Context: an optimization exercise on an open-source flow, tuned for small area. The choices shown serve that exercise and are no tape-out recipe. At most, simulation tests tie the RTL to the original design; equivalence was not proved. No functional check of the RTL was part of runs 2 to 6. Power is estimated from default activity; no workload was simulated.

`config.mk`:
```
export PLATFORM = sky130hd
export DESIGN_NAME = L1_L2_Cache_System
export DESIGN_NICKNAME = L1_L2_Cache_System
export VERILOG_FILES = /design/flow/design.v
export SDC_FILE = /design/flow/constraint.sdc
export NUM_CORES = 8
export LEC_CHECK = 0
export CAP_MARGIN = 20
export CORE_MARGIN = 2
export CORE_UTILIZATION = 35
export PLACE_DENSITY = 0.4
export SLEW_MARGIN = 20
```
`constraint.sdc`:
```
create_clock -name core_clock -period 12.0 [get_ports {clk}]
set_input_delay 2.4000 -clock core_clock [delete_from_list [all_inputs] [get_ports {clk}]]
set_output_delay 2.4000 -clock core_clock [all_outputs]
set_load 0.01 [all_outputs]
```
`design.v`:
```
`timescale 1ns / 1ps
module L1_L2_Cache_System (
  input clk, reset,
  input cpu_req, cpu_write,
  input [31:0] cpu_addr,
  input [31:0] cpu_write_data,
  output reg [31:0] cpu_read_data,
  output reg L1_hit, L1_miss,
  output reg L2_hit, L2_miss,
  output reg [31:0] L1_hit_count,
  output reg [31:0] L1_miss_count,
  output reg [31:0] L2_hit_count,
  output reg [31:0] L2_miss_count,
  output reg mem_req_to_main,
  output reg mem_write_to_main,
  output reg [31:0] mem_addr_to_main,
  output reg [31:0] mem_write_data_to_main,
  input [31:0] mem_read_data_from_main
);
  reg [26*64-1:0] l2_tag;    
  reg [32*64-1:0] l2_data;   
  reg [3*16-1:0]  l2_st;     
  reg [2*16-1:0]  l1_way;    
  reg [32*16-1:0] l1_data;
  reg [31:0]      l2_rd;     
  reg        p_req, p_write, p_hit;
  reg [1:0]  p_way;
  reg [31:0] p_addr, p_wdata;
  wire [3:0]  c_idx = cpu_addr[5:2];
  wire [25:0] c_tag = cpu_addr[31:6];
  wire [3:0]  p_idx = p_addr[5:2];
  wire [25:0] p_tag = p_addr[31:6];
  wire [2:0] c_st = l2_st[c_idx*3 +: 3];
  wire [2:0] p_st = l2_st[p_idx*3 +: 3];
  wire [3:0] c_valid = {c_st[2],
                        c_st[2] | (c_st[1:0] == 2'd3),
                        c_st[2] | c_st[1],
                        c_st[2] | (c_st[1:0] != 2'd0)};
  wire [3:0] cmp;
  genvar w;
  generate
    for (w = 0; w < 4; w = w + 1) begin : g_cmp
      assign cmp[w] = c_valid[w] && (l2_tag[({c_idx, w[1:0]})*26 +: 26] == c_tag);
    end
  endgenerate
  wire       p_miss = p_req & ~p_hit;
  wire       p_at   = p_req && (p_idx == c_idx);
  wire       same   = p_at && (p_tag == c_tag);
  wire [1:0] victim = p_st[1:0];
  wire       alloc_here = p_miss && (p_idx == c_idx);
  wire [3:0] kill   = alloc_here ? (4'b0001 << victim) : 4'b0000;
  wire [3:0] hitv   = cmp & ~kill;
  wire       new_hit = same & p_miss;
  wire       l2e_hit = new_hit | (|hitv);
  wire [1:0] l2e_way = new_hit ? victim : {hitv[3] | hitv[2], hitv[3] | hitv[1]};
  wire [1:0] c_l1way = l1_way[c_idx*2 +: 2];
  wire       l1hit   = p_at ? same : cmp[c_l1way];
  wire       issue   = cpu_req & (cpu_write | ~l1hit);
  always @(posedge clk or posedge reset) begin
    if (reset) begin
      L1_hit <= 1'b0;
      L1_miss <= 1'b0;
      L1_hit_count <= 32'd0;
      L1_miss_count <= 32'd0;
      cpu_read_data <= 32'd0;
      p_req <= 1'b0;
      p_write <= 1'b0;
    end else begin
      L1_hit <= cpu_req & l1hit;
      L1_miss <= cpu_req & ~l1hit;
      L1_hit_count <= L1_hit_count + {31'd0, cpu_req & l1hit};
      L1_miss_count <= L1_miss_count + {31'd0, cpu_req & ~l1hit};
      if (cpu_req & ~cpu_write)
        cpu_read_data <= l1hit ? l1_data[c_idx*32 +: 32] : l2_rd;
      p_req <= issue;
      p_write <= cpu_req & cpu_write;
    end
  end
  always @(posedge clk) begin
    if (issue) begin
      p_addr <= {cpu_addr[31:2], l1hit ? cpu_addr[1:0] : 2'b00};
      p_hit <= l2e_hit;
      p_way <= l2e_way;
    end
    if (cpu_req & cpu_write)
      p_wdata <= cpu_write_data;
  end
  genvar i;
  generate
    for (i = 0; i < 16; i = i + 1) begin : g_l1
      always @(posedge clk)
        if (issue && c_idx == i)
          l1_data[i*32 +: 32] <= cpu_write ? cpu_write_data : l2_rd;
    end
  endgenerate
  wire [1:0] u = p_hit ? p_way : victim;
  wire       l2_issue = p_req & (p_write | ~p_hit);
  wire [31:0] l2_wdata = p_write ? p_wdata : mem_read_data_from_main;
  always @(posedge clk or posedge reset) begin
    if (reset) begin
      L2_hit <= 1'b0;
      L2_miss <= 1'b0;
      L2_hit_count <= 32'd0;
      L2_miss_count <= 32'd0;
      mem_req_to_main <= 1'b0;
      mem_write_to_main <= 1'b0;
      mem_addr_to_main <= 32'd0;
      mem_write_data_to_main <= 32'd0;
      l2_rd <= 32'd0;
    end else begin
      L2_hit <= p_req & p_hit;
      L2_miss <= p_miss;
      L2_hit_count <= L2_hit_count + {31'd0, p_req & p_hit};
      L2_miss_count <= L2_miss_count + {31'd0, p_miss};
      mem_req_to_main <= l2_issue;
      mem_write_to_main <= p_write;
      if (l2_issue)
        mem_addr_to_main <= p_addr;
      if (p_write)
        mem_write_data_to_main <= p_wdata;
      if (p_req & ~p_write)
        l2_rd <= p_hit ? l2_data[{p_idx, p_way}*32 +: 32] : mem_read_data_from_main;
    end
  end
  genvar s;
  generate
    for (s = 0; s < 16; s = s + 1) begin : g_set
      always @(posedge clk or posedge reset) begin
        if (reset)
          l2_st[s*3 +: 3] <= 3'd0;
        else if (p_miss && p_idx == s)
          l2_st[s*3 +: 3] <= {l2_st[s*3+2] | (l2_st[s*3 +: 2] == 2'd3), l2_st[s*3 +: 2] + 2'd1};
      end
      always @(posedge clk)
        if (p_req && p_idx == s)
          l1_way[s*2 +: 2] <= u;
      for (w = 0; w < 4; w = w + 1) begin : g_way
        always @(posedge clk) begin
          if (p_miss && p_idx == s && u == w)
            l2_tag[(s*4+w)*26 +: 26] <= p_tag;
          if (l2_issue && p_idx == s && u == w)
            l2_data[(s*4+w)*32 +: 32] <= l2_wdata;
        end
      end
    end
  endgenerate
endmodule
```
`run.sh`:
```
#!/bin/bash
# synth_recipe.tcl (not shown) runs the flow's synth.tcl, then flattens the netlist and writes it again
# the make line also repeats each setting of config.mk as NAME=value (left out here)
make -C /OpenROAD-flow-scripts/flow DESIGN_CONFIG=/design/flow/config.mk WORK_HOME=/design/flow/orfs CLKGATE_MAP_FILE= SYNTH_SCRIPT=/design/flow/synth_recipe.tcl finish
```
==> impl_metrics.py, run 1 <==
metrics = {
    "pwr": {
        "combPwrFrac_pct": 8.2,
        "p_int_w": 0.02843,
        "clockPowerShare_pct": 42.7,
        "finalPower_w": 0.03742,
        "p_leak_nw": 69.48,
        "p_seq_share_pct": 49.1,
        "switchingPower_w": 0.008981,
        "swShare_pct": 24.00,
        "powerDensity_nw_per_um2": 174.3,
        "vdd_drop_max_v": 0.0001696,
    },
    "logic_synthesis": {
        "synth_flop_cell": "edfxtp_1",
        "synth_area_um2": 183300,
        "ys_top_cells_by_area": "edfxtp_1 (71%), mux4_2 (12%), dfrtp_1 (4.3%)",
        "synth_enable_flop_cells": 4323,
        "synth_area_leader_cell": "edfxtp_1",
        "seq_area_frac_synth_pct": 75.09,
        "async_reset_ff_share_pct": 6.731,
        "syn_nets": 9312,
        "ys_types": 89,
        "ys_seq_elements": 4635,
        "avgSynthCellArea_um2": 19.95,
        "synthCells": 9188,
        "yosys_warnings": 1,
        "synth_top_area_share_pct": 70.83,
    },
    "clock_tree": {
        "clock_latency_ns": 1.07,
        "cts_setup_buffers": 0,
        "clock-sinks": 4635,
        "cts-htree-levels": 6,
        "numCtsBuffers": 545,
        "cts_repair_resize_count": 0,
        "postCtsHoldBufs": 0,
        "cts_tree": "done",
        "clockBufferDepth": 4,
        "cts_root_buffer": "clkbuf_16",
        "clkTransAtPathRegs_ns": 0.05,
    },
    "final_layout": {
        "syn_to_final_growth_pct": 17.13,
        "final_layout_size_suffix_gt1_share_pct": 24.53,
        "fin_util_pct": 41.19,
        "fin_nets": 10070,
        "final_cells": 17330,
    },
    "route": {
        "viasPerCell": 5.583,
        "wl_per_cell_um": 36.87,
        "m1WireLength_um": 276700,
        "drcViolationCount": 0,
        "vias": 96750,
        "wirelength_um": 639000,
        "ant_nets": 0,
        "drt_iter0_drc": 10610,
        "dr_wl_met2_um": 311000,
        "dr_wl_met3_um": 32710,
        "firstDrtPassIters": 6,
        "top_layer_used": "met5",
    },
    "setup_path": {
        "slowest_delay_ns": 0.82,
        "worst_setup_path_end_kind": "flop",
        "worst-path-max-fanout": 53,
        "cp.arrival_ns": 9.83,
        "cp_cell_sequence": "buf_8, buf_4, buf_4, mux4_2, and3_1, nor4_1, nand3_1, nand4_1, nor4_1, nand4_1, o2111ai_4, a21boi_2, and2_1, ha_1, and3_1, and3_1, and4_1, nor2b_1, inv_1, nor2_1, and4_1, nand4_1, xnor2_1",
        "critPathKind": "in -> reg",
        "cp-start-kind": "input port",
        "slowest_stage": "a21boi_2",
        "cp.required_ns": 12.94,
    },
    "floorplanning": {
        "core_um2": 521200,
        "rows": 265,
        "initial_core_util_pct": 35.16,
        "io_pins": 330,
        "dieArea_um2": 529400,
        "die_w_um": 727.6,
        "die_h_um": 727.6,
    },
    "place": {
        "hpwl_um": 375300,
        "dp.cells": 16350,
        "preCtsSetupSlack_ns": 1.896,
        "finalWeightedCongestion": 0.8382,
        "portBuffers": 329,
    },
    "run": {
        "maxCapViolations": 0,
    },
    "timing": {
        "min_period_ns": 8.898,
        "fin_ws_ns": 3.102,
        "slew_violations": 0,
        "post-route-period-util_pct": 74.15,
        "grt_setup_unrepaired": "no",
        "fmax_mhz": 112.4,
        "worst_slew_pin_slew_ns": 1.188,
        "maxSlewHeadroom_pct": 20.56,
        "fin_skew_ns": 0.04856,
        "setup_viol": 0,
        "setup-tns-final_ns": 0,
        "finalHoldViolCount": 0,
    },
    "outcome": {
        "outcome": "complete, no violations",
    },
    "global_route": {
        "grt.overflow.total": 0,
        "grt_pass1_wl_um": 864500,
        "antenna_found_initial": 47,
        "grt_pass1_vias": 98560,
        "track_usage_pct": 23.71,
        "grt_max_degree": 114,
    },
    "worst_hold_path": {
        "hold_path.class": "reg -> reg",
    },
}
==> cells by family (layout without fill, tap and decap cells) <==
family	after synthesis	in the layout	synth area share (%)
compound gates	906	906	3.448
fa+ha+maj	24	24	0.1638
xor+xnor	259	259	1.238
simple gates	1108	1108	2.889
flops	4635	4635	75.09
buf+inv	612	1793	1.610
other cells	0	19	0
mux	1644	1644	15.56
==> worst max-delay path, delay by kind of cell <==
| kind | cells | cell delay [ns] |
|---|---|---|
| compound gates | 2 | 1.06 |
| buf+inv | 4 | 1.80 |
| fa+ha+maj | 1 | 0.25 |
| mux | 1 | 0.61 |
| simple gates | 14 | 3.41 |
| xor+xnor | 1 | 0.14 |
==> per-stage QoR <==
step	cell area (µm²)	hold WS, ns
finish	214700	0.4728
global route	214600	0.4760
CTS	214600	0.4746
detailed placement	197700	0.4624
global placement	197400	0.4571
floorplan	183300	0.3519
==> synthesized netlist by cell type, drive strengths merged, types with 11 or more instances <==
cell,number
o32ai,11
a211oi,50
mux4,946
and2,20
a21oi,134
nand2,342
clkbuf,221
nand4,54
and4,14
o2111ai,12
mux2,180
buf,293
nor4,37
nor2b,30
nand3,109
inv,92
a22oi,214
edfxtp,4323
xor2,76
or3,14
dfrtp,312
o21ai,197
and3,76
a31o,17
o21a,22
o211ai,13
mux2i,518
a22o,39
ha,24
o22ai,53
nor2,273
a31oi,12
xnor2,183
nand2b,27
a221oi,40
nor3,71
==> final timing paths <==
check	startpoint	endpoint	slack, ns	depth (start not counted)
setup / recovery	cpu_addr[3]	L1_miss_count[31]$_DFF_PP0_	3.10	23
hold / removal	L1_hit_count[31]$_DFF_PP0_	L1_hit_count[31]$_DFF_PP0_	0.47	1
setup reg to reg	l2_st[10]$_DFFE_PP0P_	L1_miss_count[31]$_DFF_PP0_	5.28	19
hold reg to reg	L1_hit_count[31]$_DFF_PP0_	L1_hit_count[31]$_DFF_PP0_	0.47	1
max in group asynchronous	reset	mem_req_to_main$_DFF_PP0_	8.73	3
min in group asynchronous	reset	L1_hit_count[16]$_DFF_PP0_	1.83	2
==> power by group through the flow <==
| stage | logic [W] | registers [W] | clock network [W] |
|---|---|---|---|
| 6_report | 0.00305 | 0.0184 | 0.0160 |
| 2_1_floorplan | 0.00139 | 0.0188 | 0 |
| 4_1_cts | 0.00310 | 0.0184 | 0.0164 |
| 5_1_grt | 0.00321 | 0.0184 | 0.0170 |
| 3_5_place_dp | 0.00310 | 0.0187 | 0 |
| 3_3_place_gp | 0.00305 | 0.0187 | 0 |
==> sequential cells by signal (all words and copies together), names as in the netlist, 2 cells and up <==
name / count
l2_data: 2048
l2_tag: 1664
l1_data: 512
l2_st: 48
L1_hit_count: 32
L1_miss_count: 32
L2_hit_count: 32
L2_miss_count: 32
cpu_read_data: 32
l1_way: 32
l2_rd: 32
mem_addr_to_main: 32
mem_write_data_to_main: 32
p_addr: 32
p_wdata: 32
p_way: 2
==> final cells by class <==
| type | instances | area [µm²] |
|---|---|---|
| flip-flops and latches | 4635 | 137600 |
| repair buffers | 729 | 6661 |
| clock inverters | 255 | 2202 |
| inverters | 98 | 377.9 |
| well taps | 6942 | 8686 |
| diodes | 19 | 47.55 |
| fillers | 46350 | 306500 |
| multi-input cells | 3941 | 44330 |
| clock buffers | 711 | 14750 |
==> cells in the final DEF (no fill, tap or decap), types with 76 or more instances in the layout <==
cell / n
edfxtp_1: 4323
mux2_2: 180
nor2_1: 136
o21ai_0: 156
inv_1: 89
and3_1: 76
clkbuf_1: 139
buf_4: 371
a21oi_1: 133
xnor2_1: 183
mux4_2: 946
dfrtp_1: 311
nand3_1: 108
nor2_4: 131
mux2i_1: 517
xor2_1: 76
clkbuf_16: 564
nand2_1: 339
a22oi_1: 214
clkdlybuf4s50_1: 322
clkinv_1: 110
==> per-layer routing <==
layer / global-route usage [%] / vias to the layer above
met1: 32.87 / 53490
met3: 3.169 / 751
met2: 39.44 / 3151
li1: - / 39360
met5: 0 / -
met4: 6.403 / 4
==> run 2, diff against run 1 <==
--- a/design.v
+++ b/design.v
@@ -31,4 +31,7 @@
   wire [3:0]  p_idx = p_addr[5:2];
   wire [25:0] p_tag = p_addr[31:6];
+  wire [15:0] c_sel = 16'd1 << c_idx;
+  wire [15:0] p_sel = 16'd1 << p_idx;
+  wire [3:0]  pw_sel = 4'd1 << p_way;
   wire [2:0] c_st = l2_st[c_idx*3 +: 3];
   wire [2:0] p_st = l2_st[p_idx*3 +: 3];
@@ -41,5 +44,12 @@
   generate
     for (w = 0; w < 4; w = w + 1) begin : g_cmp
-      assign cmp[w] = c_valid[w] && (l2_tag[({c_idx, w[1:0]})*26 +: 26] == c_tag);
+      reg [25:0] t;
+      integer k;
+      always @* begin
+        t = 26'd0;
+        for (k = 0; k < 16; k = k + 1)
+          t = t | (l2_tag[(k*4+w)*26 +: 26] & {26{c_sel[k]}});
+      end
+      assign cmp[w] = c_valid[w] && (t == c_tag);
     end
   endgenerate
@@ -57,4 +67,11 @@
   wire       l1hit   = p_at ? same : cmp[c_l1way];
   wire       issue   = cpu_req & (cpu_write | ~l1hit);
+  reg [31:0] l1_rdata;
+  integer k1;
+  always @* begin
+    l1_rdata = 32'd0;
+    for (k1 = 0; k1 < 16; k1 = k1 + 1)
+      l1_rdata = l1_rdata | (l1_data[k1*32 +: 32] & {32{c_sel[k1]}});
+  end
   always @(posedge clk or posedge reset) begin
     if (reset) begin
@@ -72,5 +89,5 @@
       L1_miss_count <= L1_miss_count + {31'd0, cpu_req & ~l1hit};
       if (cpu_req & ~cpu_write)
-        cpu_read_data <= l1hit ? l1_data[c_idx*32 +: 32] : l2_rd;
+        cpu_read_data <= l1hit ? l1_rdata : l2_rd;
       p_req <= issue;
       p_write <= cpu_req & cpu_write;
@@ -97,4 +114,11 @@
   wire       l2_issue = p_req & (p_write | ~p_hit);
   wire [31:0] l2_wdata = p_write ? p_wdata : mem_read_data_from_main;
+  reg [31:0] l2_rdata;
+  integer k2;
+  always @* begin
+    l2_rdata = 32'd0;
+    for (k2 = 0; k2 < 64; k2 = k2 + 1)
+      l2_rdata = l2_rdata | (l2_data[k2*32 +: 32] & {32{p_sel[k2/4] & pw_sel[k2%4]}});
+  end
   always @(posedge clk or posedge reset) begin
     if (reset) begin
@@ -120,5 +144,5 @@
         mem_write_data_to_main <= p_wdata;
       if (p_req & ~p_write)
-        l2_rd <= p_hit ? l2_data[{p_idx, p_way}*32 +: 32] : mem_read_data_from_main;
+        l2_rd <= p_hit ? l2_rdata : mem_read_data_from_main;
     end
   end
==> impl_metrics.py, run 2 <==
metrics = {
    "pwr": {
        "combPwrFrac_pct": 7.9,
        "p_leak_nw": 66.57,
        "switchingPower_w": 0.009318,
        "powerDensity_nw_per_um2": 179.5,
        "swShare_pct": 24.97,
        "p_seq_share_pct": 49.4,
        "vdd_drop_max_v": 0.0001655,
        "clockPowerShare_pct": 42.8,
        "p_int_w": 0.02800,
    },
    "logic_synthesis": {
        "synth_area_um2": 175200,
        "synthMuxAreaShare_pct": 2.891,
        "yosys_warnings": 1,
        "synth_top_family_by_area": "compound AO/OA/AOI/OAI gates",
        "ys_top_cells_by_area": "edfxtp_1 (74%), dfrtp_1 (4.5%), a22oi_1 (3.9%)",
        "synth_common_cells": "edfxtp_1 (4323), a22oi_1 (900), clkbuf_1 (406)",
        "seq_area_frac_synth_pct": 78.57,
        "avgSynthCellArea_um2": 17.49,
        "synth_flop_cell": "edfxtp_1",
        "ys_seq_elements": 4635,
        "synth_xor_area_share_pct": 1.335,
        "ys_types": 90,
        "synthCells": 10010,
        "yosys.cell_count.top_type": "edfxtp_1",
        "synthSimpleGateAreaFrac_pct": 4.838,
        "synth_top_area_share_pct": 74.11,
        "synth_enable_flop_cells": 4323,
        "async_reset_ff_share_pct": 6.731,
        "synth_area_leader_cell": "edfxtp_1",
        "synthAdderAreaFrac_pct": 0.1714,
        "synth_compound_area_share_pct": 10.40,
        "syn_nets": 10140,
    },
    "floorplanning": {
        "die_w_um": 711.5,
        "rows": 259,
        "initial_core_util_pct": 35.17,
        "die_h_um": 711.5,
        "io_pins": 330,
        "dieArea_um2": 506200,
        "core_um2": 498100,
    },
    "timing": {
        "setup-tns-final_ns": 0,
        "slew_violations": 0,
        "setup_viol": 0,
        "finalHoldViolCount": 0,
        "fmax_mhz": 110.6,
        "worst_slew_pin_slew_ns": 1.255,
        "maxSlewHeadroom_pct": 16.34,
        "min_period_ns": 9.041,
        "grt_setup_unrepaired": "no",
        "post-route-period-util_pct": 75.34,
        "fin_skew_ns": 0.05980,
    },
    "global_route": {
        "track_usage_pct": 32.77,
        "grt_pass1_vias": 107300,
        "grt.overflow.total": 0,
        "antenna_found_initial": 73,
        "grt_max_degree": 123,
        "grt_pass1_wl_um": 1101000,
    },
    "route": {
        "drcViolationCount": 0,
        "wl_per_cell_um": 47.57,
        "ant_nets": 0,
        "vias": 113200,
        "firstDrtPassIters": 7,
        "wirelength_um": 852800,
        "viasPerCell": 6.313,
        "drt_iter0_drc": 18590,
    },
    "clock_tree": {
        "cts_setup_buffers": 0,
        "numCtsBuffers": 535,
        "cts-htree-levels": 6,
        "cts_tree": "done",
        "cts_repair_resize_count": 0,
        "cts_root_buffer": "clkbuf_16",
        "clockBufferDepth": 4,
        "clock_latency_ns": 1.09,
        "postCtsHoldBufs": 0,
        "clkTransAtPathRegs_ns": 0.06,
        "clock-sinks": 4635,
    },
    "setup_path": {
        "worst-path-max-fanout": 52,
        "regToRegEndpoint": "L1_hit_count[30]$_DFF_PP0_",
        "cp-start-kind": "input port",
        "worst_setup_path_end_kind": "flop",
        "r2r_cells": 22,
        "cp.required_ns": 12.96,
        "critPathKind": "in -> reg",
        "r2r-start": "l2_tag[414]$_DFFE_PP_",
        "cp.arrival_ns": 10.00,
        "r2r_slack_ns": 5.52,
    },
    "final_layout": {
        "regMostFlops": "l2_data",
        "final_common_cell": "edfxtp_1",
        "final_layout_size_suffix_gt1_share_pct": 16.92,
        "final_cells": 17930,
        "final_cell_mix": "edfxtp_1 (4323), a22oi_1 (900), buf_4 (551)",
        "largest_reg_flops": 2048,
        "fin_util_pct": 41.74,
        "syn_to_final_growth_pct": 18.68,
        "fin_nets": 10950,
        "reg.largest.list": "l2_data (2048), l2_tag (1664), l1_data (512)",
    },
    "place": {
        "dp.cells": 16940,
        "hpwl_um": 499000,
        "portBuffers": 329,
        "finalWeightedCongestion": 0.9275,
    },
    "outcome": {
        "outcome": "complete, no violations",
    },
    "worst_hold_path": {
        "hold_path.class": "reg -> reg",
        "worstHoldStart": "l2_st[35]$_DFFE_PP0P_",
        "min_to": "l2_st[35]$_DFFE_PP0P_",
        "holdPathStages": 1,
    },
    "run": {
        "maxCapViolations": 0,
    },
}
==> run 2: cell count changes after synthesis, moves of 185 or more <==
cell and change:
clkbuf_1 +185, a22o_1 +315, mux2i_1 -281, a22oi_1 +686
mux4_2 -900, a221oi_1 +326
==> run 2: through the flow <==
stage / hold WS (ns) / total power [W] / worst slack [ns] / instance area (µm²)
after floorplan: 0.3519 / 0.01987 / 0.9705 / 175200
after global placement: 0.4458 / 0.02158 / 1.927 / 190900
after detailed placement: 0.4532 / 0.02162 / 2.107 / 191000
after CTS: 0.4662 / 0.03741 / 3.230 / 207800
after global routing: 0.4851 / 0.03816 / 2.769 / 207800
final: 0.4617 / 0.03732 / 2.959 / 207900
==> run 2: critical path: stages <==
cell	delay (ns)
buf_8	0.43
buf_4	0.51
nand2b_1	0.38
buf_4	0.46
a21oi_1	0.13
a2111oi_0	0.95
o2111ai_1	0.36
xnor2_1	0.33
nand4_1	0.17
nor3_1	0.23
a32o_2	0.52
nor3_1	0.17
nor2_1	0.49
buf_4	0.21
ha_1	0.18
ha_1	0.19
nand3_1	0.13
nor2_1	0.18
and3_1	0.23
and2_1	0.25
inv_1	0.06
nor2_1	0.24
nand3_1	0.19
nor2_1	0.16
xor2_1	0.17
==> run 2: layer usage <==
metal | up-vias | routed length (µm) | GRT usage [%]
met5 | - | 171 | 0
met2 | 6962 | 398000 | 52.73
li1 | 42970 | - | -
met3 | 1544 | 75430 | 6.453
met1 | 61680 | 336800 | 43.42
met4 | 26 | 42420 | 13.83
==> run 2: power groups by stage <==
stage	clock network [W]	registers, W	logic [W]
2_1_floorplan	0	0.0188	0.00109
3_3_place_gp	0	0.0187	0.00285
3_5_place_dp	0	0.0187	0.00287
4_1_cts	0.0161	0.0184	0.00288
5_1_grt	0.0167	0.0184	0.00299
6_report	0.0160	0.0184	0.00293
==> run 2: cell type report <==
type / instances / area (µm²)
fill: 44460 / 290200
sequential: 4635 / 137600
multi-input combinational: 4657 / 36940
clock buffer: 671 / 14220
tap: 6655 / 8327
timing repair buffer: 901 / 7848
clock inverter: 286 / 2499
inverter: 93 / 356.6
antenna: 30 / 75.07
==> run 2: worst max path at each step <==
| stage | to | startpoint | slack [ns] | cells past startpoint |
|---|---|---|---|---|
| final | L1_hit_count[30]$_DFF_PP0_ | cpu_addr[4] | 2.96 | 25 |
| after detailed placement | L1_hit_count[30]$_DFF_PP0_ | cpu_addr[3] | 2.11 | 24 |
| after CTS | L1_hit_count[30]$_DFF_PP0_ | cpu_addr[3] | 3.23 | 24 |
| after global routing | L1_hit_count[30]$_DFF_PP0_ | cpu_addr[4] | 2.77 | 25 |
| after floorplan | L1_hit$_DFF_PP0_ | reset | 0.97 | 1 |
| after global placement | L1_hit_count[28]$_DFF_PP0_ | cpu_addr[3] | 1.93 | 24 |
==> run 2: kinds of logic after synthesis <==
family / after synthesis
multiplexers: 430
AO/OA/AOI/OAI: 2319
XOR/XNOR: 267
buffers and inverters: 722
flip-flops: 4635
adder cells (fa/ha/maj): 24
AND/OR/NAND/NOR: 1617
==> run 3, diff against run 2 <==
--- a/config.mk
+++ b/config.mk
@@ -8,5 +8,8 @@
 export CAP_MARGIN = 20
 export CORE_MARGIN = 2
-export CORE_UTILIZATION = 35
-export PLACE_DENSITY = 0.4
+export CORE_UTILIZATION = 55
+export CTS_BUF_LIST = sky130_fd_sc_hd__clkbuf_16
+export CTS_CLUSTER_DIAMETER = 60
+export CTS_CLUSTER_SIZE = 30
+export PLACE_DENSITY = 0.65
 export SLEW_MARGIN = 20
==> impl_metrics.py, run 3 <==
metrics = {
    "final_layout": {
        "final_cells": 15020,
        "final_layout_size_suffix_gt1_share_pct": 15.33,
        "fin_nets": 10680,
        "num-fill-cells": 22100,
        "final_cell_mix": "edfxtp_1 (4323), a22oi_1 (900), buf_4 (482)",
        "multi_input_area_um2": 36820,
        "regArea_um2": 137600,
        "design_area_um2": 199100,
        "reg.largest.list": "l2_data (2048), l2_tag (1664), l1_data (512)",
        "final_common_cell": "edfxtp_1",
        "syn_to_final_growth_pct": 13.66,
        "largest_reg_flops": 2048,
        "regMostFlops": "l2_data",
    },
    "route": {
        "m1WireLength_um": 227400,
        "firstDrtPassIters": 9,
        "wl_per_cell_um": 47.39,
        "drcViolationCount": 0,
        "viasPerCell": 7.588,
        "drt_iter0_drc": 24090,
        "top_layer_used": "met5",
        "dr_wl_met2_um": 305300,
        "dr_wl_met3_um": 115000,
        "vias": 114000,
        "wirelength_um": 711900,
        "ant_nets": 0,
    },
    "clock_tree": {
        "postCtsHoldBufs": 0,
        "clockBufferDepth": 4,
        "clkTransAtPathRegs_ns": 0.06,
        "cts_setup_buffers": 0,
        "cts-htree-levels": 5,
        "clock-sinks": 4635,
        "clock_latency_ns": 1.00,
        "numCtsBuffers": 305,
        "cts_root_buffer": "clkbuf_16",
        "cts_tree": "done",
        "cts_repair_resize_count": 0,
    },
    "timing": {
        "slew_violations": 0,
        "fmax_mhz": 106.8,
        "setup_viol": 0,
        "fin_ws_ns": 2.633,
        "setup-tns-final_ns": 0,
        "maxSlewHeadroom_pct": 8.976,
        "min_period_ns": 9.367,
        "worst_slew_pin_slew_ns": 1.361,
        "grt_setup_unrepaired": "no",
        "post-route-period-util_pct": 78.06,
        "finalHoldViolCount": 0,
        "fin_skew_ns": 0.09415,
    },
    "floorplanning": {
        "die_w_um": 568.4,
        "rows": 207,
        "dieArea_um2": 323000,
        "core_um2": 317500,
        "die_h_um": 568.4,
        "initial_core_util_pct": 55.17,
        "io_pins": 330,
    },
    "setup_path": {
        "critPathKind": "in -> reg",
        "regToRegEndpoint": "L1_hit_count[30]$_DFF_PP0_",
        "r2r_cells": 21,
        "worst_setup_path_end_kind": "flop",
        "cp-start-kind": "input port",
        "r2r_slack_ns": 5.33,
        "cp.required_ns": 12.83,
        "r2r-start": "p_addr[4]$_DFFE_PP_",
        "worst-path-max-fanout": 66,
        "startpoint": "cpu_addr[5]",
        "cp.arrival_ns": 10.20,
    },
    "place": {
        "post_dp_cell_area_um2": 187700,
        "portBuffers": 329,
        "hpwl_um": 407300,
        "dp.cells": 14410,
        "preCtsSetupSlack_ns": 2.042,
        "finalWeightedCongestion": 0.9952,
    },
    "pwr": {
        "p_leak_nw": 63.65,
        "powerDensity_nw_per_um2": 165.3,
        "finalPower_w": 0.03291,
        "vdd_drop_max_v": 0.0002119,
    },
    "logic_synthesis": {
        "synthCells": 10010,
        "async_reset_ff_share_pct": 6.731,
        "synth_top_area_share_pct": 74.11,
        "ys_top_cells_by_area": "edfxtp_1 (74%), dfrtp_1 (4.5%), a22oi_1 (3.9%)",
        "ys_types": 90,
        "synth_common_cells": "edfxtp_1 (4323), a22oi_1 (900), clkbuf_1 (406)",
        "seq_area_frac_synth_pct": 78.57,
        "synth_area_um2": 175200,
        "ys_seq_elements": 4635,
        "synth_flop_cell": "edfxtp_1",
        "yosys_warnings": 1,
        "avgSynthCellArea_um2": 17.49,
        "synth_area_leader_cell": "edfxtp_1",
        "yosys.cell_count.top_type": "edfxtp_1",
        "synth_enable_flop_cells": 4323,
        "syn_nets": 10140,
    },
    "global_route": {
        "track_usage_pct": 43.49,
        "grt.overflow.total": 0,
        "antenna_found_initial": 49,
        "grt_pass1_vias": 105400,
        "grt_pass1_wl_um": 941000,
        "grt_max_degree": 137,
    },
    "run": {
        "maxCapViolations": 0,
    },
    "worst_hold_path": {
        "holdPathStages": 1,
        "worstHoldStart": "L1_miss_count[31]$_DFF_PP0_",
        "min_to": "L1_miss_count[31]$_DFF_PP0_",
        "hold_path.class": "reg -> reg",
    },
    "outcome": {
        "outcome": "complete, no violations",
    },
}
run 3: cell count changes in the layout (fill, tap and decap cells not counted), sizes merged:
cell / previous run / this run
clkbuf: 671 / 314
inv: 123 / 214
diode: 30 / 34
clkdlybuf4s50: 320 / 322
bufinv: 29 / 12
clkinv: 215 / 96
clkinvlp: 12 / 21
buf: 581 / 537
run 3: worst max path at each step:
stage,end,slack (ns),cells past startpoint
floorplan,L1_hit$_DFF_PP0_,0.97,1
CTS,L1_hit_count[28]$_DFF_PP0_,2.97,23
detailed placement,L1_hit_count[28]$_DFF_PP0_,2.04,23
global route,L1_hit_count[30]$_DFF_PP0_,2.47,24
global placement,L1_hit_count[28]$_DFF_PP0_,1.89,24
finish,L1_hit_count[30]$_DFF_PP0_,2.63,24
run 3: cells by family (layout without fill, tap and decap cells):
group | Yosys count | after routing | share of synthesized area [%]
xor gates and xnor gates | 267 | 267 | 1.335
AOI/OAI and AO/OA | 2319 | 2319 | 10.40
adders and majority gates | 24 | 24 | 0.1714
muxes | 430 | 430 | 2.891
buffers and inverters | 722 | 1516 | 1.804
DFF | 4635 | 4635 | 78.57
and+or+nand+nor | 1617 | 1617 | 4.838
other | 0 | 34 | 0
run 3: routing by layer:
| layer | up-vias | track usage [%] |
|---|---|---|
| met3 | 2953 | 15.67 |
| met5 | - | 0.5503 |
| li1 | 42220 | - |
| met4 | 38 | 30.38 |
| met2 | 11660 | 63.25 |
| met1 | 57110 | 54.48 |
run 3: final cells by class:
cell class	instances	share of cell area, %
clock inverter	250	1.587
inverter	93	0.1791
multi-input combinational	4657	18.49
sequential	4635	69.12
clock buffer	314	3.947
tap	4180	2.627
timing repair buffer	859	4.001
antenna	34	0.04273
run 3: per-stage QoR:
stage / hold slack [ns] / utilization (%)
after global placement: 0.4436 / 58.91
after CTS: 0.4689 / 62.59
after floorplan: 0.3519 / -
after detailed placement: 0.4561 / 59.12
final: 0.4626 / 62.70
after global routing: 0.4859 / 62.68
run 3: critical path, cell delays in order:
cell and delay (ns):
buf_8 0.41, buf_12 0.40, buf_4 0.47, nor4bb_4 0.10, buf_4 0.30, o2bb2ai_1 0.23
nor4b_1 0.96, o21ai_0 0.32, xor2_1 0.27, nor4_1 0.57, a32o_2 0.52, nor3_1 0.20
nor2_1 0.57, ha_1 0.32, ha_1 0.19, nand3_1 0.13, nor2_1 0.20, and3_1 0.23
and2_1 0.24, inv_1 0.06, nor2_1 0.25, nand3_1 0.19, nor2_1 0.16, xor2_1 0.17
run 3: where the power goes:
group	internal (W)	switching [W]	leakage [nW]
Sequential	0.0182	0.000210	43.0
Clock	0.00546	0.00630	5.36
Combinational	0.000748	0.00203	15.3
==> run 4, diff against run 3 <==
--- a/config.mk
+++ b/config.mk
@@ -8,8 +8,8 @@
 export CAP_MARGIN = 20
 export CORE_MARGIN = 2
-export CORE_UTILIZATION = 55
+export CORE_UTILIZATION = 62
 export CTS_BUF_LIST = sky130_fd_sc_hd__clkbuf_16
-export CTS_CLUSTER_DIAMETER = 60
-export CTS_CLUSTER_SIZE = 30
-export PLACE_DENSITY = 0.65
+export CTS_CLUSTER_DIAMETER = 90
+export CTS_CLUSTER_SIZE = 26
+export PLACE_DENSITY = 0.72
 export SLEW_MARGIN = 20
==> impl_metrics.py, run 4 <==
metrics = {
    "clock_tree": {
        "clock-sinks": 4635,
        "cts_setup_buffers": 0,
        "cts_repair_resize_count": 0,
        "postCtsHoldBufs": 0,
        "clkTransAtPathRegs_ns": 0.10,
        "cts-htree-levels": 4,
        "clock_latency_ns": 0.99,
        "cts_root_buffer": "clkbuf_16",
        "numCtsBuffers": 205,
        "clockBufferDepth": 4,
        "cts_tree": "done",
    },
    "timing": {
        "fin_skew_ns": 0.06690,
        "slew_violations": 0,
        "fmax_mhz": 106.8,
        "finalHoldViolCount": 0,
        "worst_slew_pin_slew_ns": 1.342,
        "grt_setup_unrepaired": "no",
        "maxSlewHeadroom_pct": 10.53,
        "setup-tns-final_ns": 0,
        "setup_viol": 0,
        "post-route-period-util_pct": 78.05,
        "min_period_ns": 9.366,
    },
    "global_route": {
        "grt_pass1_vias": 104600,
        "grt_max_degree": 137,
        "track_usage_pct": 47.24,
        "antenna_found_initial": 49,
        "grt_pass1_wl_um": 905900,
        "grt.overflow.total": 0,
    },
    "logic_synthesis": {
        "synth_area_um2": 175200,
        "synth_top_area_share_pct": 74.11,
        "seq_area_frac_synth_pct": 78.57,
        "syn_nets": 10140,
        "synthCells": 10010,
        "synth_enable_flop_cells": 4323,
        "synth_common_cells": "edfxtp_1 (4323), a22oi_1 (900), clkbuf_1 (406)",
        "ys_top_cells_by_area": "edfxtp_1 (74%), dfrtp_1 (4.5%), a22oi_1 (3.9%)",
        "yosys_warnings": 1,
        "avgSynthCellArea_um2": 17.49,
        "synth_area_leader_cell": "edfxtp_1",
        "async_reset_ff_share_pct": 6.731,
        "ys_types": 90,
        "synth_flop_cell": "edfxtp_1",
        "yosys.cell_count.top_type": "edfxtp_1",
        "ys_seq_elements": 4635,
    },
    "route": {
        "ant_nets": 0,
        "vias": 113700,
        "dr_wl_met2_um": 285800,
        "drcViolationCount": 0,
        "firstDrtPassIters": 14,
        "viasPerCell": 7.966,
        "wl_per_cell_um": 47.91,
        "m1WireLength_um": 206100,
        "wirelength_um": 684100,
        "top_layer_used": "met5",
        "dr_wl_met3_um": 123600,
        "drt_iter0_drc": 24270,
    },
    "final_layout": {
        "syn_to_final_growth_pct": 10.26,
        "final_layout_size_suffix_gt1_share_pct": 12.47,
        "largest_reg_flops": 2048,
        "fin_nets": 10530,
        "regMostFlops": "l2_data",
        "final_common_cell": "edfxtp_1",
        "final_cell_mix": "edfxtp_1 (4323), a22oi_1 (900), buf_4 (438)",
        "reg.largest.list": "l2_data (2048), l2_tag (1664), l1_data (512)",
    },
    "pwr": {
        "clockPowerShare_pct": 27.8,
        "finalPower_w": 0.02924,
        "switchingPower_w": 0.007131,
        "powerDensity_nw_per_um2": 151.4,
        "p_seq_share_pct": 62.8,
        "combPwrFrac_pct": 9.4,
        "swShare_pct": 24.39,
        "p_int_w": 0.02211,
        "vdd_drop_max_v": 0.0001632,
        "p_leak_nw": 61.18,
    },
    "worst_hold_path": {
        "hold_path.class": "reg -> reg",
    },
    "run": {
        "maxCapViolations": 0,
    },
    "floorplanning": {
        "core_um2": 281600,
        "die_h_um": 535.5,
        "io_pins": 330,
        "initial_core_util_pct": 62.21,
        "die_w_um": 535.5,
        "rows": 195,
        "dieArea_um2": 286800,
    },
    "setup_path": {
        "r2r_slack_ns": 5.42,
        "worst_setup_path_end_kind": "flop",
        "worst-path-max-fanout": 71,
        "cp.arrival_ns": 10.22,
        "cp-start-kind": "input port",
        "cp.required_ns": 12.85,
        "critPathKind": "in -> reg",
    },
    "outcome": {
        "outcome": "complete, no violations",
    },
    "place": {
        "portBuffers": 329,
        "finalWeightedCongestion": 1.029,
        "hpwl_um": 388400,
    },
}
## run 4: changes by cell type in the layout (fill, tap and decap cells not counted), sizes merged, moves of 11 or more
| cell | before | now |
|---|---|---|
| clkbuf | 314 | 209 |
| clkinv | 96 | 16 |
| inv | 214 | 161 |
| buf | 537 | 496 |
| clkinvlp | 21 | 1 |
| bufinv | 12 | 1 |
## run 4: per-stage QoR
| stage | cells | cell area (µm²) | hold WS (ns) | setup slack (ns) | utilization, % |
|---|---|---|---|---|---|
| 2_1_floorplan | 10010 | 175200 | 0.3519 | 0.9705 | - |
| 3_3_place_gp | 13900 | 186100 | 0.4445 | 2.101 | 66.09 |
| 3_5_place_dp | 13930 | 186900 | 0.4505 | 2.104 | 66.39 |
| 4_1_cts | 14230 | 192700 | 0.4732 | 3.049 | 68.44 |
| 5_1_grt | 14250 | 193100 | 0.4959 | 2.523 | 68.57 |
| 6_report | 14280 | 193200 | 0.4725 | 2.634 | 68.60 |
## run 4: power by group through the flow
stage	registers [W]	logic (W)	clock network, W
after floorplan	0.0188	0.00109	0
after global placement	0.0187	0.00253	0
after detailed placement	0.0187	0.00259	0
after CTS	0.0183	0.00260	0.00802
after global routing	0.0184	0.00277	0.00853
final	0.0183	0.00276	0.00814
## run 4: layout make-up
type / instances / area [µm²]
repair buffers: 817 / 7818
flip-flops and latches: 4635 / 137600
clock inverters: 86 / 524.3
well taps: 3743 / 4683
multi-input cells: 4657 / 36810
clock buffers: 209 / 5230
diodes: 38 / 95.09
inverters: 93 / 361.6
fillers: 18110 / 88410
## run 4: kinds of logic (layout without fill, tap and decap cells)
logic type	after synthesis	in the layout	synth area share (%)
flip-flops	4635	4635	78.57
AO/OA/AOI/OAI	2319	2319	10.40
multiplexers	430	430	2.891
AND/OR/NAND/NOR	1617	1617	4.838
other	0	38	0
buffers and inverters	722	1205	1.804
XOR/XNOR	267	267	1.335
adder cells (fa/ha/maj)	24	24	0.1714
## run 4: worst paths after layout
path,start,end,depth (start not counted)
setup / recovery,cpu_addr[2],L1_hit_count[30]$_DFF_PP0_,22
hold / removal,L1_miss_count[31]$_DFF_PP0_,L1_miss_count[31]$_DFF_PP0_,1
setup reg to reg,p_addr[4]$_DFFE_PP_,L1_miss_count[28]$_DFF_PP0_,21
hold reg to reg,L1_miss_count[31]$_DFF_PP0_,L1_miss_count[31]$_DFF_PP0_,1
max in group asynchronous,reset,L2_hit_count[20]$_DFF_PP0_,4
min in group asynchronous,reset,cpu_read_data[1]$_DFFE_PP0P_,2
## run 4: worst max-delay path: stages
cell and delay [ns]:
buf_8 0.47, inv_2 0.52, nand2_1 1.06, o22ai_1 0.23
nor4_1 0.58, xnor2_1 0.20, or4_1 0.49, or3_1 0.48
o31ai_4 0.60, nor3_1 0.25, nor2_1 0.54, ha_1 0.31
ha_1 0.20, nand3_1 0.12, nor2_1 0.20, and3_1 0.23
and2_1 0.24, inv_1 0.06, nor2_1 0.24, nand3_1 0.19
nor2_1 0.19, xor2_1 0.17
## run 4: per-layer routing
metal	vias up	track usage, %
met1	55950	58.08
met5	-	0.2831
li1	41660	-
met2	12680	67.11
met3	3407	19.63
met4	44	35.32
==> run 5, diff against run 4 <==
--- a/design.v
+++ b/design.v
@@ -18,4 +18,14 @@
   input [31:0] mem_read_data_from_main
 );
+  function [31:0] count_up(input [31:0] c, input en);
+    reg [31:0] t;
+    integer b;
+    begin
+      t[0] = 1'b1;
+      for (b = 1; b < 32; b = b + 1)
+        t[b] = t[b-1] & c[b-1];
+      count_up = c ^ (t & {32{en}});
+    end
+  endfunction
   reg [26*64-1:0] l2_tag;    
   reg [32*64-1:0] l2_data;   
@@ -65,5 +75,5 @@
   wire [1:0] l2e_way = new_hit ? victim : {hitv[3] | hitv[2], hitv[3] | hitv[1]};
   wire [1:0] c_l1way = l1_way[c_idx*2 +: 2];
-  wire       l1hit   = p_at ? same : cmp[c_l1way];
+  wire       l1hit   = p_at ? same : |(cmp & (4'd1 << c_l1way));
   wire       issue   = cpu_req & (cpu_write | ~l1hit);
   reg [31:0] l1_rdata;
@@ -86,6 +96,6 @@
       L1_hit <= cpu_req & l1hit;
       L1_miss <= cpu_req & ~l1hit;
-      L1_hit_count <= L1_hit_count + {31'd0, cpu_req & l1hit};
-      L1_miss_count <= L1_miss_count + {31'd0, cpu_req & ~l1hit};
+      L1_hit_count <= count_up(L1_hit_count, cpu_req & l1hit);
+      L1_miss_count <= count_up(L1_miss_count, cpu_req & ~l1hit);
       if (cpu_req & ~cpu_write)
         cpu_read_data <= l1hit ? l1_rdata : l2_rd;
@@ -135,6 +145,6 @@
       L2_hit <= p_req & p_hit;
       L2_miss <= p_miss;
-      L2_hit_count <= L2_hit_count + {31'd0, p_req & p_hit};
-      L2_miss_count <= L2_miss_count + {31'd0, p_miss};
+      L2_hit_count <= count_up(L2_hit_count, p_req & p_hit);
+      L2_miss_count <= count_up(L2_miss_count, p_miss);
       mem_req_to_main <= l2_issue;
       mem_write_to_main <= p_write;
==> flow/run.sh (new file) <==
#!/bin/bash
# Own layout flow: the standard flow (standard.sh, all steps) with two changes:
#  - Yosys's ABC technology mapping uses an area-oriented script (flow/abc_area.script, delay
#    relaxed) in place of ORFS's abc_speed.script; the rest of synthesis, and so every register's
#    name and cell type, is unchanged.
#  - the port buffers inserted by buffer_ports are sky130_fd_sc_hd__buf_1.
#  - RECOVER_POWER=100: after global routing, cells on paths with positive slack are downsized.
# Each tool's output is in ORFS's own logs (orfs/logs/...); make's output is in flow_make.log.
set -euo pipefail
W=$PWD
rm -rf "$W/scripts_own"
cp -r "$FLOW_HOME/scripts" "$W/scripts_own"
cp "$W/flow/abc_area.script" "$W/scripts_own/abc_speed.script"
export SCRIPTS_DIR="$W/scripts_own"
export BUFFER_PORTS_ARGS="-buffer_cell sky130_fd_sc_hd__buf_1"
export RECOVER_POWER=100
bash "$W/standard.sh" > "$W/flow_make.log" 2>&1
==> flow/abc_area.script (new file) <==
&get -n
&st
&dch -f
&nf -a -R 1000
&st
&dch -f
&nf -a -R 1000
&st
&dch -f
&nf -a -R 1000
&put
topo
==> standard.sh (new file) <==
#!/bin/bash
# synth_recipe.tcl (not shown) runs the flow's synth.tcl, then flattens the netlist and writes it again
# the make line also repeats each setting of config.mk as NAME=value (left out here)
make -C /OpenROAD-flow-scripts/flow DESIGN_CONFIG=/design/flow/config.mk WORK_HOME=/design/flow/orfs CLKGATE_MAP_FILE= SYNTH_SCRIPT=/design/flow/synth_recipe.tcl "${@:-finish}"
removed: run.sh
==> impl_metrics.py, run 5 <==
metrics = {
    "setup_path": {
        "cp.arrival_ns": 11.39,
        "worst-path-buf-inv": 2,
        "slowest_stage": "nor2_1",
        "cp-start-kind": "flop",
        "slowest_delay_ns": 2.97,
        "r2r-start": "p_write$_DFF_PP0_",
        "regToRegEndpoint": "l2_data[1540]$_DFFE_PP_",
        "critPathKind": "reg -> reg",
        "crit_path_frequent_cell": "clkbuf_1",
        "critPathCapture": "l2_data[1540]$_DFFE_PP_",
        "r2r_cells": 6,
        "cp_num_cells": 6,
        "cp.required_ns": 12.50,
        "startpoint": "p_write$_DFF_PP0_",
        "cp_cell_sequence": "nand2b_1, and2_2, clkbuf_1, nand2_1, nor2_1, clkbuf_1",
        "cp_top_family": "buffers and inverters",
        "worst_setup_path_end_kind": "flop",
        "worst-path-max-fanout": 48,
        "r2r_slack_ns": 1.12,
    },
    "place": {
        "portBuffers": 329,
        "finalWeightedCongestion": 0.9024,
        "hpwl_um": 307100,
        "post_dp_cell_area_um2": 177100,
        "preCtsSetupSlack_ns": 2.494,
    },
    "logic_synthesis": {
        "synth_enable_flop_cells": 4323,
        "ys_top_cells_by_area": "edfxtp_1 (78%), dfrtp_1 (4.7%), a222oi_1 (3.8%)",
        "synth_common_cells": "edfxtp_1 (4323), a22oi_1 (796), a222oi_1 (630)",
        "ys_types": 47,
        "synth_area_leader_cell": "edfxtp_1",
        "ys_seq_elements": 4635,
        "avgSynthCellArea_um2": 18.82,
        "async_reset_ff_share_pct": 6.731,
        "synth_area_um2": 165900,
        "synth_top_area_share_pct": 78.26,
        "yosys_warnings": 1,
        "synth_flop_cell": "edfxtp_1",
        "synthCells": 8815,
        "seq_area_frac_synth_pct": 82.97,
        "yosys.cell_count.top_type": "edfxtp_1",
        "syn_nets": 8935,
    },
    "final_layout": {
        "final_common_cell": "edfxtp_1",
        "largest_reg_flops": 2048,
        "final_layout_size_suffix_gt1_share_pct": 5.479,
        "multi_input_area_um2": 28910,
        "design_area_um2": 181000,
        "num-fill-cells": 16950,
        "fin_nets": 9866,
        "reg.largest.list": "l2_data (2048), l2_tag (1664), l1_data (512)",
        "regMostFlops": "l2_data",
        "final_cell_mix": "edfxtp_1 (4323), a22oi_1 (796), a222oi_1 (630)",
        "regArea_um2": 137600,
        "syn_to_final_growth_pct": 9.152,
    },
    "timing": {
        "min_period_ns": 10.88,
        "grt_setup_unrepaired": "no",
        "fin_ws_ns": 1.117,
        "maxSlewHeadroom_pct": -269.7,
        "finalHoldViolCount": 0,
        "setup_viol": 0,
        "worst_slew_pin_slew_ns": 5.545,
        "post-route-period-util_pct": 90.69,
        "fin_skew_ns": 0.08547,
        "fmax_mhz": 91.89,
        "slew_violations": 7301,
        "setup-tns-final_ns": 0,
    },
    "route": {
        "ant_nets": 0,
        "wl_per_cell_um": 44.42,
        "drcViolationCount": 0,
        "drt_iter0_drc": 24740,
        "firstDrtPassIters": 13,
        "wirelength_um": 597900,
        "viasPerCell": 7.895,
        "vias": 106300,
    },
    "floorplanning": {
        "io_pins": 330,
        "core_um2": 265600,
        "initial_core_util_pct": 62.46,
        "die_h_um": 521.2,
        "dieArea_um2": 271700,
        "die_w_um": 521.2,
        "rows": 189,
    },
    "pwr": {
        "powerDensity_nw_per_um2": 159.1,
        "clockPowerShare_pct": 28.2,
        "comb_power_w": 0.00211,
        "switchingPower_w": 0.006813,
        "swShare_pct": 23.65,
        "p_int_w": 0.02200,
        "combPwrFrac_pct": 7.3,
        "clock_net_power_w": 0.00812,
        "p_seq_share_pct": 64.5,
        "top_power_group": "sequential cells",
        "p_leak_nw": 56.40,
        "pg_seq_w": 0.0186,
        "finalPower_w": 0.02881,
        "vdd_drop_max_v": 0.0001497,
    },
    "clock_tree": {
        "cts_root_buffer": "clkbuf_16",
        "postCtsHoldBufs": 0,
        "clkTransAtPathRegs_ns": 0.10,
        "clockBufferDepth": 4,
        "cts_setup_buffers": 0,
        "cts_tree": "done",
        "clock-sinks": 4635,
        "cts-htree-levels": 4,
        "clock_latency_ns": 1.00,
        "numCtsBuffers": 208,
        "cts_repair_resize_count": 0,
    },
    "global_route": {
        "track_usage_pct": 43.54,
        "grt.overflow.total": 0,
        "grt_pass1_wl_um": 803800,
        "antenna_found_initial": 39,
        "grt_pass1_vias": 99340,
        "grt_max_degree": 140,
    },
    "worst_hold_path": {
        "worstHoldStart": "p_addr[0]$_SDFFCE_PP0P_",
        "hold_path.class": "reg -> reg",
        "holdPathStages": 1,
        "min_to": "mem_addr_to_main[0]$_DFFE_PP0P_",
    },
    "run": {
        "maxCapViolations": 234,
    },
    "outcome": {
        "violations": "max-capacitance violations, max-slew violations",
        "outcome": "finished with violations",
    },
}
-- run 5: cell count changes after synthesis, moves of 73 or more --
cell,before,now
a221oi_1,365,142
a222oi_1,55,630
a22o_1,354,145
a22oi_1,900,796
buf_2,97,0
clkbuf_1,406,0
clkinv_1,1,101
inv_1,91,0
mux2_1,4,77
mux2_2,143,0
mux2i_1,237,0
nand2_1,282,550
nand4_1,209,326
o22ai_1,147,17
-- run 5: layer usage --
layer / vias up / track usage, % / routed length [µm]
met4: 42 / 28.77 / 54870
li1: 39430 / - / -
met2: 11810 / 63.37 / 254800
met1: 52010 / 54.78 / 177100
met5: - / 0.1931 / 703
met3: 2970 / 16.84 / 110500
-- run 5: layout make-up --
class / instances / area share [%]
sequential: 4635 / 76.01
timing repair buffer: 721 / 2.015
multi-input combinational: 4079 / 15.97
inverter: 101 / 0.2101
clock buffer: 212 / 2.930
antenna: 35 / 0.04838
clock inverter: 144 / 0.3711
tap: 3533 / 2.442
-- run 5: cells by family (layout without fill, tap and decap cells) --
kind of cell	Yosys count	after routing	synth area share, %
AO/OA/AOI/OAI	2024	2024	10.07
adder cells (fa/ha/maj)	20	20	0.1509
flip-flops	4635	4635	82.97
AND/OR/NAND/NOR	1762	1762	5.025
XOR/XNOR	196	196	1.035
multiplexers	77	77	0.5228
buffers and inverters	101	1178	0.2286
other	0	35	0
-- run 5: power groups by stage --
| stage | Combinational [W] | Sequential, W | Clock, W |
|---|---|---|---|
| CTS | 0.00213 | 0.0185 | 0.00804 |
| detailed placement | 0.00212 | 0.0189 | 0 |
| global placement | 0.00204 | 0.0189 | 0 |
| floorplan | 0.000888 | 0.0189 | 0 |
-- run 5: through the flow --
| step | hold WS (ns) | std cells | utilization (%) |
|---|---|---|---|
| 2_1_floorplan | 0.4369 | 8815 | - |
| 3_3_place_gp | 0.4484 | 13000 | 66.41 |
| 3_5_place_dp | 0.4546 | 13030 | 66.70 |
| 4_1_cts | 0.4765 | 13390 | 68.95 |
| 5_1_grt | 0.4991 | 13440 | 68.15 |
| 6_report | 0.4738 | 13460 | 68.17 |
-- run 5: how the worst min path moves through the flow --
stage,to,slack (ns),cells past startpoint
2_1_floorplan,l2_st[2]$_DFFE_PP0P_,0.44,1
3_5_place_dp,mem_addr_to_main[0]$_DFFE_PP0P_,0.45,1
4_1_cts,l2_st[29]$_DFFE_PP0P_,0.48,1
3_3_place_gp,l2_st[35]$_DFFE_PP0P_,0.45,1
==> run 6, diff against run 5 <==
--- a/flow/run.sh
+++ b/flow/run.sh
@@ -5,5 +5,4 @@
 #    name and cell type, is unchanged.
 #  - the port buffers inserted by buffer_ports are sky130_fd_sc_hd__buf_1.
-#  - RECOVER_POWER=100: after global routing, cells on paths with positive slack are downsized.
 # Each tool's output is in ORFS's own logs (orfs/logs/...); make's output is in flow_make.log.
 set -euo pipefail
@@ -14,4 +13,3 @@
 export SCRIPTS_DIR="$W/scripts_own"
 export BUFFER_PORTS_ARGS="-buffer_cell sky130_fd_sc_hd__buf_1"
-export RECOVER_POWER=100
 bash "$W/standard.sh" > "$W/flow_make.log" 2>&1
==> impl_metrics.py, run 6 <==
metrics = {
    "outcome": {
        "outcome": "complete, no violations",
    },
    "timing": {
        "setup-tns-final_ns": 0,
        "grt_setup_unrepaired": "no",
        "setup_viol": 0,
        "fmax_mhz": 114.0,
        "min_period_ns": 8.774,
        "maxSlewHeadroom_pct": 10.64,
        "slew_violations": 0,
        "fin_skew_ns": 0.08185,
        "finalHoldViolCount": 0,
        "worst_slew_pin_slew_ns": 1.340,
        "post-route-period-util_pct": 73.12,
        "holdWs_ns": 0.4736,
    },
    "logic_synthesis": {
        "syn_nets": 8935,
        "yosys.cell_count.top_type": "edfxtp_1",
        "ys_top_cells_by_area": "edfxtp_1 (78%), dfrtp_1 (4.7%), a222oi_1 (3.8%)",
        "synth_common_cells": "edfxtp_1 (4323), a22oi_1 (796), a222oi_1 (630)",
        "yosys_warnings": 1,
        "ys_seq_elements": 4635,
        "synth_area_leader_cell": "edfxtp_1",
        "synthCells": 8815,
        "async_reset_ff_share_pct": 6.731,
        "avgSynthCellArea_um2": 18.82,
        "seq_area_frac_synth_pct": 82.97,
        "synth_enable_flop_cells": 4323,
        "synth_top_area_share_pct": 78.26,
        "synth_area_um2": 165900,
        "ys_types": 47,
        "synth_flop_cell": "edfxtp_1",
    },
    "floorplanning": {
        "core_um2": 265600,
        "die_w_um": 521.2,
        "dieArea_um2": 271700,
        "io_pins": 330,
        "initial_core_util_pct": 62.46,
        "die_h_um": 521.2,
        "rows": 189,
    },
    "clock_tree": {
        "clockBufferDepth": 4,
        "clock_latency_ns": 0.96,
        "numCtsBuffers": 208,
        "clkTransAtPathRegs_ns": 0.10,
        "cts_tree": "done",
        "cts-htree-levels": 4,
        "cts_setup_buffers": 0,
        "postCtsHoldBufs": 0,
        "cts_root_buffer": "clkbuf_16",
        "cts_repair_resize_count": 0,
        "clock-sinks": 4635,
    },
    "setup_path": {
        "cp-start-kind": "input port",
        "slowest_stage": "nor2_4",
        "cp_top_family": "simple AND/OR/NAND/NOR gates",
        "worst_setup_path_end_kind": "flop",
        "cp.arrival_ns": 9.55,
        "slowest_delay_ns": 0.89,
        "cp_cell_sequence": "buf_1, nand2_1, nor2_4, buf_12, a22oi_1, and4_1, nand4_1, xor2_1, nor4_1, nand3_1, nor3_1, nand4_1, o21ai_0, nand3_1, o21ai_4, and2_0, buf_4, and3_1, and2_0, nand3_1, nor2_1, and2_0, nand4_1, xnor2_1",
        "worst-path-max-fanout": 53,
        "cp.required_ns": 12.78,
        "critPathKind": "in -> reg",
        "worst-path-buf-inv": 3,
    },
    "pwr": {
        "powerDensity_nw_per_um2": 157.0,
        "finalPower_w": 0.02891,
        "p_seq_share_pct": 64.1,
        "swShare_pct": 23.86,
        "clockPowerShare_pct": 28.2,
        "p_leak_nw": 57.73,
        "switchingPower_w": 0.006896,
        "p_int_w": 0.02201,
        "vdd_drop_max_v": 0.0001527,
        "combPwrFrac_pct": 7.8,
    },
    "global_route": {
        "grt_pass1_vias": 99340,
        "grt_pass1_wl_um": 803800,
        "grt.overflow.total": 0,
        "grt_max_degree": 140,
        "antenna_found_initial": 34,
        "track_usage_pct": 43.54,
    },
    "route": {
        "ant_nets": 0,
        "drt_iter0_drc": 26120,
        "vias": 106400,
        "wirelength_um": 597900,
        "viasPerCell": 7.907,
        "wl_per_cell_um": 44.43,
        "drcViolationCount": 0,
        "firstDrtPassIters": 14,
    },
    "final_layout": {
        "multi_input_area_um2": 29980,
        "largest_reg_flops": 2048,
        "final_common_cell": "edfxtp_1",
        "regMostFlops": "l2_data",
        "syn_to_final_growth_pct": 10.97,
        "reg.largest.list": "l2_data (2048), l2_tag (1664), l1_data (512)",
        "final_layout_size_suffix_gt1_share_pct": 9.048,
        "regArea_um2": 137600,
        "fin_nets": 9866,
        "final_cell_mix": "edfxtp_1 (4323), a22oi_1 (796), a222oi_1 (630)",
        "design_area_um2": 184100,
        "num-fill-cells": 16430,
    },
    "worst_hold_path": {
        "hold_path.class": "reg -> reg",
    },
    "place": {
        "finalWeightedCongestion": 0.9024,
        "hpwl_um": 307100,
        "post_dp_cell_area_um2": 177100,
        "portBuffers": 329,
    },
    "run": {
        "maxCapViolations": 0,
    },
}
## run 6: cell types whose count changed in the layout (fill, tap and decap cells not counted), moves of 4 or more
cell	previous run	this run
buf_8	0	4
o21ai_4	4	33
buf_12	23	40
buf_1	301	328
o21ai_0	111	81
nor2_4	121	204
clkbuf_1	245	0
buf_4	151	303
nor3_1	114	102
nor2_1	272	188
buf_16	0	44
nor3_2	1	13
## run 6: kinds of logic after synthesis
kind of cell,count (synthesis),synth area share (%)
and+or+nand+nor,1762,5.025
AOI/OAI and AO/OA,2024,10.07
muxes,77,0.5228
adders and majority gates,20,0.1509
buffers and inverters,101,0.2286
xor gates and xnor gates,196,1.035
DFF,4635,82.97
## run 6: cell type report
type | instances | area share (%)
multi-input combinational | 4079 | 16.29
clock buffer | 212 | 2.882
inverter | 101 | 0.2100
clock inverter | 144 | 0.3650
sequential | 4635 | 74.77
tap | 3533 | 2.402
antenna | 33 | 0.04486
timing repair buffer | 721 | 3.039
## run 6: routing by layer
layer	GRT usage (%)	up-vias	share of wire (%)	wire, µm
li1	-	39460	-	-
met1	54.78	52080	30	178700
met2	63.37	11910	43	257000
met3	16.84	2914	18	109200
met4	28.77	38	8.8	52800
met5	0.1931	-	0.049	290
## run 6: power groups by stage
| stage | logic, W | registers [W] | clock network, W |
|---|---|---|---|
| 2_1_floorplan | 0.000888 | 0.0189 | 0 |
| 3_3_place_gp | 0.00204 | 0.0189 | 0 |
| 3_5_place_dp | 0.00212 | 0.0189 | 0 |
| 4_1_cts | 0.00213 | 0.0185 | 0.00804 |
| 5_1_grt | 0.00231 | 0.0185 | 0.00855 |
| 6_report | 0.00224 | 0.0185 | 0.00814 |
## run 6: worst paths after layout
path | from | end | slack (ns) | cells past startpoint
max | cpu_addr[2] | L1_hit_count[31]$_DFF_PP0_ | 3.23 | 24
min | p_addr[0]$_SDFFCE_PP0P_ | mem_addr_to_main[0]$_DFFE_PP0P_ | 0.47 | 1
max reg2reg | p_addr[3]$_DFFE_PP_ | l2_data[1636]$_DFFE_PP_ | 5.67 | 10
min reg2reg | p_addr[0]$_SDFFCE_PP0P_ | mem_addr_to_main[0]$_DFFE_PP0P_ | 0.47 | 1
max in group asynchronous | reset | L2_hit_count[18]$_DFF_PP0_ | 8.28 | 4
min in group asynchronous | reset | mem_write_data_to_main[2]$_DFFE_PP0P_ | 1.53 | 2
## run 6: metrics by stage
step	instances	util, %	setup slack (ns)
2_1_floorplan	8815	-	0.02030
5_1_grt	13440	69.29	2.941
4_1_cts	13390	68.95	3.458
3_5_place_dp	13030	66.70	2.494
3_3_place_gp	13000	66.41	2.672
6_report	13460	69.31	3.226
==> run 7, diff against run 6 <==
--- a/design.v
+++ b/design.v
@@ -170,10 +170,9 @@
           l1_way[s*2 +: 2] <= u;
       for (w = 0; w < 4; w = w + 1) begin : g_way
-        always @(posedge clk) begin
-          if (p_miss && p_idx == s && u == w)
+        always @(posedge clk)
+          if (l2_issue && p_idx == s && u == w) begin
             l2_tag[(s*4+w)*26 +: 26] <= p_tag;
-          if (l2_issue && p_idx == s && u == w)
             l2_data[(s*4+w)*32 +: 32] <= l2_wdata;
-        end
+          end
       end
     end
==> flow/abc_area.script (replaced) <==
&get -n
&st
&deepsyn -T 120
&dch -f
&nf -a -R 1000 -F 10 -A 10
&put
topo
==> impl_metrics.py, run 7 <==
metrics = {
    "logic_synthesis": {
        "seq_area_frac_synth_pct": 83.50,
        "synth_enable_flop_cells": 4323,
        "yosys.cell_count.top_type": "edfxtp_1",
        "synth_top_area_share_pct": 78.76,
        "avgSynthCellArea_um2": 19.13,
        "synthCells": 8616,
        "ys_seq_elements": 4635,
        "synth_area_um2": 164800,
        "synth_area_leader_cell": "edfxtp_1",
        "yosys_warnings": 1,
        "async_reset_ff_share_pct": 6.731,
        "ys_top_cells_by_area": "edfxtp_1 (79%), dfrtp_1 (4.7%), a222oi_1 (4.2%)",
        "syn_nets": 8736,
        "synth_common_cells": "edfxtp_1 (4323), a222oi_1 (687), a22oi_1 (652)",
        "synth_flop_cell": "edfxtp_1",
        "ys_types": 40,
    },
    "global_route": {
        "grt_max_degree": 94,
        "grt_pass1_wl_um": 829800,
        "antenna_found_initial": 43,
        "track_usage_pct": 45.53,
        "grt_pass1_vias": 98720,
        "grt.overflow.total": 0,
    },
    "setup_path": {
        "cp.arrival_ns": 12.41,
        "critPathKind": "in -> reg",
        "crit_path_frequent_cell": "and3_1",
        "cp.required_ns": 12.83,
        "worst-path-buf-inv": 4,
        "cp_top_family": "simple AND/OR/NAND/NOR gates",
        "worst_setup_path_end_kind": "flop",
        "slowest_stage": "a221oi_1",
        "worst-path-max-fanout": 30,
        "slowest_delay_ns": 0.70,
        "cp-start-kind": "input port",
    },
    "floorplanning": {
        "rows": 189,
        "dieArea_um2": 270000,
        "initial_core_util_pct": 62.23,
        "io_pins": 330,
        "die_h_um": 519.6,
        "die_w_um": 519.6,
        "core_um2": 264900,
    },
    "route": {
        "wirelength_um": 624400,
        "firstDrtPassIters": 14,
        "drcViolationCount": 0,
        "drt_iter0_drc": 29100,
        "wl_per_cell_um": 46.60,
        "ant_nets": 0,
        "viasPerCell": 8.158,
        "vias": 109300,
    },
    "worst_hold_path": {
        "hold_path.class": "reg -> reg",
    },
    "timing": {
        "maxSlewHeadroom_pct": 12.61,
        "worst_slew_pin_slew_ns": 1.311,
        "setup_viol": 0,
        "min_period_ns": 11.58,
        "grt_setup_unrepaired": "no",
        "holdWs_ns": 0.4697,
        "slew_violations": 0,
        "fmax_mhz": 86.34,
        "post-route-period-util_pct": 96.52,
        "finalHoldViolCount": 0,
        "fin_skew_ns": 0.06981,
    },
    "outcome": {
        "outcome": "complete, no violations",
    },
    "final_layout": {
        "design_area_um2": 182800,
        "regMostFlops": "l2_data",
        "final_common_cell": "edfxtp_1",
        "largest_reg_flops": 2048,
        "reg.largest.list": "l2_data (2048), l2_tag (1664), l1_data (512)",
        "fin_nets": 9773,
        "syn_to_final_growth_pct": 10.93,
        "final_layout_size_suffix_gt1_share_pct": 9.654,
        "final_cell_mix": "edfxtp_1 (4323), a222oi_1 (687), a22oi_1 (652)",
    },
    "place": {
        "portBuffers": 329,
        "finalWeightedCongestion": 0.9542,
        "post_dp_cell_area_um2": 176100,
        "hpwl_um": 337400,
    },
    "run": {
        "maxCapViolations": 0,
    },
    "clock_tree": {
        "clkTransAtPathRegs_ns": 0.10,
        "cts_root_buffer": "clkbuf_16",
        "cts_tree": "done",
        "cts-htree-levels": 4,
        "numCtsBuffers": 198,
        "clock_latency_ns": 0.97,
        "clockBufferDepth": 3,
        "cts_setup_buffers": 0,
        "clock-sinks": 4635,
    },
    "pwr": {
        "powerDensity_nw_per_um2": 157.5,
        "p_leak_nw": 57.77,
        "vdd_drop_max_v": 0.0001842,
        "finalPower_w": 0.02879,
    },
}
## run 7: cell types whose count changed after synthesis, sizes merged, moves of 26 or more
cell / change
nor2: +117
o21ai: -32
nor3: -32
nand2: -119
a22oi: -144
o31ai: -32
a222oi: +57
o22ai: +26
nand4: -27
nand3: -27
a221oi: +57
## run 7: timing repair
item | 4_1_cts | 5_1_grt
gates resized for setup | 0 | 2
endpoints found under the setup margin | 0 | 3
hold buffers | 0 | 0
## run 7: final timing paths
path,start,end,slack [ns],cells after the start
setup reg to reg,l2_tag[191]$_DFFE_PP_,L1_hit_count[30]$_DFF_PP0_,3.20,32
max in group asynchronous,reset,L1_miss_count[12]$_DFF_PP0_,8.22,4
hold reg to reg,p_addr[0]$_SDFFCE_PP0P_,mem_addr_to_main[0]$_DFFE_PP0P_,0.47,1
setup / recovery,cpu_addr[3],L1_hit_count[30]$_DFF_PP0_,0.42,36
hold / removal,p_addr[0]$_SDFFCE_PP0P_,mem_addr_to_main[0]$_DFFE_PP0P_,0.47,1
min in group asynchronous,reset,L2_hit_count[5]$_DFF_PP0_,1.58,2
## run 7: cells by family after synthesis
| family | count (synthesis) | synth area share [%] |
|---|---|---|
| flip-flops | 4635 | 83.50 |
| AO/OA/AOI/OAI | 1975 | 10.11 |
| XOR/XNOR | 168 | 0.8928 |
| adder cells (fa/ha/maj) | 20 | 0.1518 |
| AND/OR/NAND/NOR | 1681 | 4.780 |
| multiplexers | 56 | 0.3826 |
| buffers and inverters | 81 | 0.1845 |
## run 7: layer usage
layer / global-route usage (%) / vias up / routed length, µm
met5: 3.528 / - / 1291
met4: 25.84 / 56 / 49260
met3: 22.70 / 3191 / 133900
met2: 61.79 / 13720 / 251600
met1: 59.45 / 53140 / 188300
li1: - / 39200 / -
## run 7: power by group
group	switching (W)	leakage [nW]	internal, W	total (W)
clock network	0.00488	3.28	0.00310	0.00797
registers	0.000377	42.8	0.0183	0.0186
logic	0.00166	11.7	0.000526	0.00219
## run 7: per-stage QoR
stage	setup TNS, ns	util, %	setup WS, ns	std cells
after floorplan	0	-	0.1259	8616
after global placement	-0.5133	66.43	-0.2105	12950
after detailed placement	-1.004	66.48	-0.3168	12960
after CTS	0	68.67	0.5989	13300
after global routing	0	68.98	0.005642	13340
final	0	69.03	0.4180	13400
## run 7: layout make-up
type | instances | area [µm²]
timing repair buffer | 837 | 6116
antenna | 66 | 165.2
tap | 3533 | 4420
multi-input combinational | 3900 | 28390
inverter | 81 | 312.8
clock buffer | 201 | 5030
sequential | 4635 | 137600
clock inverter | 145 | 777.0
fill | 16560 | 82020

Re-timed with assumed drivers on the ports (clkbuf_16 on the clock, buf_2 on other inputs), run 7 has 0.492 ns of setup slack against 0.418 ns with ideal ports, and -0.541 ns once port delays also move by the mid clock arrival of 1.032 ns.
